From an optimization exercise on the open Yosys and OpenROAD flow, aimed at small area and a short achievable clock period; shortcuts taken in it are not production practice.
In this exercise RTL edits were held to simulation tests only and were not proved equivalent to the original.
Power is estimated from default activity; no workload was simulated.

## int_backend
module int_backend (
    input  wire        clk,
    input  wire        rst_aL,
    input  wire        flush,
    output wire        dispatch_ready,
    input  wire        dispatch_valid,
    input  wire [189:0] dispatch_data,
    input  wire        ld_broadcast_valid,
    input  wire [3:0]  ld_broadcast_rob_id,
    input  wire [31:0] ld_broadcast_reg_data,
    output wire        issue_valid,
    output wire [3:0]  issue_rob_id,
    output wire        execute_valid,
    output wire        alu_broadcast_valid,
    output wire [3:0]  alu_broadcast_rob_id,
    output wire [31:0] alu_broadcast_reg_data,
    output wire        alu_npc_wb_valid,
    output wire        alu_npc_mispred,
    output wire [31:0] alu_npc
);
    localparam N = 8;
    wire        d_s1v   = dispatch_data[189];
    wire [3:0]  d_s1id  = dispatch_data[188:185];
    wire        d_s1r   = dispatch_data[184];
    wire [31:0] d_s1d   = dispatch_data[183:152];
    wire        d_s2v   = dispatch_data[151];
    wire [3:0]  d_s2id  = dispatch_data[150:147];
    wire        d_s2r   = dispatch_data[146];
    wire [31:0] d_s2d   = dispatch_data[145:114];
    wire [3:0]  d_rob   = dispatch_data[112:109];
    wire [31:0] d_imm   = dispatch_data[108:77];
    wire [31:0] d_pc    = dispatch_data[76:45];
    wire [2:0]  d_f3    = dispatch_data[44:42];
    wire [7:0]  d_fl    = {dispatch_data[41],    
                           dispatch_data[40],    
                           dispatch_data[38],    
                           dispatch_data[37],    
                           dispatch_data[36],    
                           dispatch_data[34],    
  ...
Size: ~7500 cells after synthesis, ~310 I/O pins, ~74000 sq um of cells after synthesis.
==> flow/config.mk <==
export PLATFORM = sky130hd
export DESIGN_NAME = int_backend
export DESIGN_NICKNAME = int_backend
export VERILOG_FILES = /design/flow/design.v
export SDC_FILE = /design/flow/constraint.sdc
export NUM_CORES = 4
export LEC_CHECK = 0
export CAP_MARGIN = 20
export CELL_PAD_IN_SITES_DETAIL_PLACEMENT = 1
export CELL_PAD_IN_SITES_GLOBAL_PLACEMENT = 2
export CORE_MARGIN = 2
export CORE_UTILIZATION = 40
export GPL_ROUTABILITY_DRIVEN = 0
export GPL_TIMING_DRIVEN = 1
export PLACE_DENSITY = 0.55
export SLEW_MARGIN = 20
export TNS_END_PERCENT = 0
==> flow/constraint.sdc <==
create_clock -name core_clock -period 24.0 [get_ports {clk}]
set_input_delay 4.8000 -clock core_clock [delete_from_list [all_inputs] [get_ports {clk}]]
set_output_delay 4.8000 -clock core_clock [all_outputs]
set_load 0.01 [all_outputs]
standard.sh (not shown) runs the stock make flow with config.mk's settings and CLKGATE_MAP_FILE= SYNTH_SCRIPT=/design/flow/synth_recipe.tcl, a recipe that flattens the netlist after the stock synthesis.
==> flow/flow/run.sh <==
#!/bin/bash
# The standard layout (standard.sh: the standard flow's synthesis script and ORFS),
# with these changes to how the layout is made:
#  - synthesis leaves adders to Yosys's parallel-prefix mapping and abc
#    instead of extracting full/half-adder cells (ADDER_MAP_FILE empty);
#    registers, their names and cell types are unchanged;
#  - timing repair aims past the clock (setup over-fix margin), so the tools
#    size and buffer the design for speed instead of stopping at 24 ns;
#  - the port buffers are plain buffer cells instead of delay cells;
#  - clock tree: larger sink clusters on clkbuf_8, no dummy loads.
# The SDC (clock period, I/O delays, loads) is the standard flow's, unchanged.
# Each tool's full log is under orfs/logs/; make's output is in make_standard.log.
set -euo pipefail
export ADDER_MAP_FILE=
export SETUP_SLACK_MARGIN=17
export BUFFER_PORTS_ARGS="-buffer_cell sky130_fd_sc_hd__buf_2"
export CTS_ARGS="-sink_clustering_enable -repair_clock_nets -sink_clustering_size 18 -sink_clustering_max_diameter 70 -buf_list sky130_fd_sc_hd__clkbuf_8 -dont_use_dummy_load"
bash standard.sh > make_standard.log 2>&1
Rerun with:
--- a/flow/design.v
+++ b/flow/design.v
@@ -2120,34 +2120,41 @@
         wire ld2   = ld_broadcast_valid & s2v[s] & ~s2r[s] & (ld_broadcast_rob_id == s2id[s]);
         wire alu1  = alu_bc_v & s1v[s] & s1r[s] & (alu_bc_id == s1id[s]);
         wire alu2  = alu_bc_v & s2v[s] & s2r[s] & (alu_bc_id == s2id[s]);
         assign s1v_d[s] = tgt[s] ? d_s1v : s1v[s];
         assign s2v_d[s] = tgt[s] ? d_s2v : s2v[s];
         assign s1r_d[s] = tgt[s] ? d_s1r : (s1r[s] | wake1 | ld1);
         assign s2r_d[s] = tgt[s] ? d_s2r : (s2r[s] | wake2 | ld2);
+        wire p1_t = tgt[s];
+        wire p1_l = ~tgt[s] & ld1;
+        wire p1_a = ~tgt[s] & ~ld1 & alu1;
+        wire p1_h = ~tgt[s] & ~ld1 & ~alu1;
+        wire p2_t = tgt[s];
+        wire p2_l = ~tgt[s] & ld2;
+        wire p2_a = ~tgt[s] & ~ld2 & alu2;
+        wire p2_h = ~tgt[s] & ~ld2 & ~alu2;
+        always_ff @(posedge clk) begin
+            s1d[s] <= ({32{p1_t}} & d_s1d) | ({32{p1_l}} & ld_broadcast_reg_data)
+                    | ({32{p1_a}} & alu_bc_d) | ({32{p1_h}} & s1d[s]);
+            s2d[s] <= ({32{p2_t}} & d_s2d) | ({32{p2_l}} & ld_broadcast_reg_data)
+                    | ({32{p2_a}} & alu_bc_d) | ({32{p2_h}} & s2d[s]);
+        end
         always_ff @(posedge clk) begin
             s1v[s] <= s1v_d[s];
             s2v[s] <= s2v_d[s];
             s1r[s] <= s1r_d[s];
             s2r[s] <= s2r_d[s];
             if (tgt[s]) begin
                 s1id[s] <= d_s1id;
-                s1d[s]  <= d_s1d;
                 s2id[s] <= d_s2id;
-                s2d[s]  <= d_s2d;
                 rob[s]  <= d_rob;
                 imm[s]  <= d_imm;
                 pc[s]   <= d_pc;
                 f3[s]   <= d_f3;
                 fl[s]   <= d_fl;
-            end else begin
-                if (ld1)       s1d[s] <= ld_broadcast_reg_data;
-                else if (alu1) s1d[s] <= alu_bc_d;
-                if (ld2)       s2d[s] <= ld_broadcast_reg_data;
-                else if (alu2) s2d[s] <= alu_bc_d;
             end
         end
         for (genvar o = s + 1; o < N; o++) begin : g_age
             assign older_d[s*N+o] = tgt[s] ? 1'b0 : tgt[o] ? 1'b1 : older[s*N+o];
             always_ff @(posedge clk) older[s*N+o] <= older_d[s*N+o];
         end
     end
@@ -2161,42 +2168,29 @@
         for (genvar o = 0; o < N; o++) begin : g_o
             if (o < s)      assign blk[o] = rdy_d[o] & older_d[o*N+s];
             else if (o > s) assign blk[o] = rdy_d[o] & ~older_d[s*N+o];
             else            assign blk[o] = 1'b0;
         end
         assign sel_d[s] = rdy_d[s] & ~|blk;
     end
-    wire         bc_valid_d = ~flush & issue_valid & ~q_fl[5];
-    wire [N-1:0] eqa1, eqa2;
-    for (genvar s = 0; s < N; s++) begin : g_eqa
-        wire [3:0] id1_d = tgt[s] ? d_s1id : s1id[s];
-        wire [3:0] id2_d = tgt[s] ? d_s2id : s2id[s];
-        assign eqa1[s] = (id1_d == q_rob);
-        assign eqa2[s] = (id2_d == q_rob);
-    end
-    reg b1_alu_q, b2_alu_q;
     always_ff @(posedge clk or negedge rst_aL) begin
         if (!rst_aL) begin
             valid         <= '0;
             sel           <= '0;
             issue_valid_q <= 1'b0;
-            b1_alu_q      <= 1'b0;
-            b2_alu_q      <= 1'b0;
         end else begin
             valid         <= valid_d;
             sel           <= sel_d;
             issue_valid_q <= |rdy_d;
-            b1_alu_q      <= bc_valid_d & |(sel_d & eqa1);
-            b2_alu_q      <= bc_valid_d & |(sel_d & eqa2);
         end
     end
     wire b1_ld  = ld_broadcast_valid & (ld_broadcast_rob_id == q_s1id);
-    wire b1_alu = b1_alu_q;
+    wire b1_alu = alu_bc_v & (alu_bc_id == q_s1id);
     wire b2_ld  = ld_broadcast_valid & (ld_broadcast_rob_id == q_s2id);
-    wire b2_alu = b2_alu_q;
+    wire b2_alu = alu_bc_v & (alu_bc_id == q_s2id);
     wire [31:0] src1 = b1_ld ? ld_broadcast_reg_data : b1_alu ? alu_bc_d : q_s1d;
     wire [31:0] src2 = b2_ld ? ld_broadcast_reg_data : b2_alu ? alu_bc_d : q_s2d;
     wire is_r    = q_fl[7];
     wire is_i    = q_fl[6];
     wire is_b    = q_fl[5];
     wire is_j    = q_fl[4];
     wire is_sub  = q_fl[3];
Result: Fmax increases slightly; clock power increases by a little under a tenth; non-clock buffer count increases by 75; setup slack is better by 66 ps; sequential power increases by a few percent; worst hold slack is worse by 3.9 ps; clock skew decreases by 24 ps; final cell count increases by a few percent; via count increases by a little under a tenth; synthesized cell count increases by a few percent; critical path depth increases by 11.

## separate check: timing with driven ports
Ports are ideal in the flow. The routed layouts listed here were re-timed in OpenROAD. Step 1 (the two cells are an assumption about what drives the block):
set clk [get_ports {clk}]
set_driving_cell -lib_cell sky130_fd_sc_hd__clkbuf_16 $clk
set_driving_cell -lib_cell sky130_fd_sc_hd__buf_2 [delete_from_list [all_inputs] $clk]
Step 2 times the ports against the registers' clock, not the clock port: input delays grow and output delays shrink by t, the midpoint of the rising clock arrivals with the driver on. Slacks: ideal ports / drivers / drivers and shift; pairs: ideal ports / drivers.
run | shift t [ns] | setup slack, ns | worst hold slack (ns) | slew at the worst register clock pin (ns) | worst slew at a driven data input, ns
the first run | 0.994 | 16.314 / 16.229 / 15.419 | 0.509 / 0.509 / 0.509 | 0.11 / 0.11 | 0.19
the second run | 1.016 | 16.380 / 16.389 / 15.409 | 0.505 / 0.505 / 0.505 | 0.11 / 0.11 | 0.23
After both steps setup and hold are still met in every run listed. For the second run, which loses most, drivers alone change the setup slack by +0.009 ns; drivers and shift together by -0.971 ns.
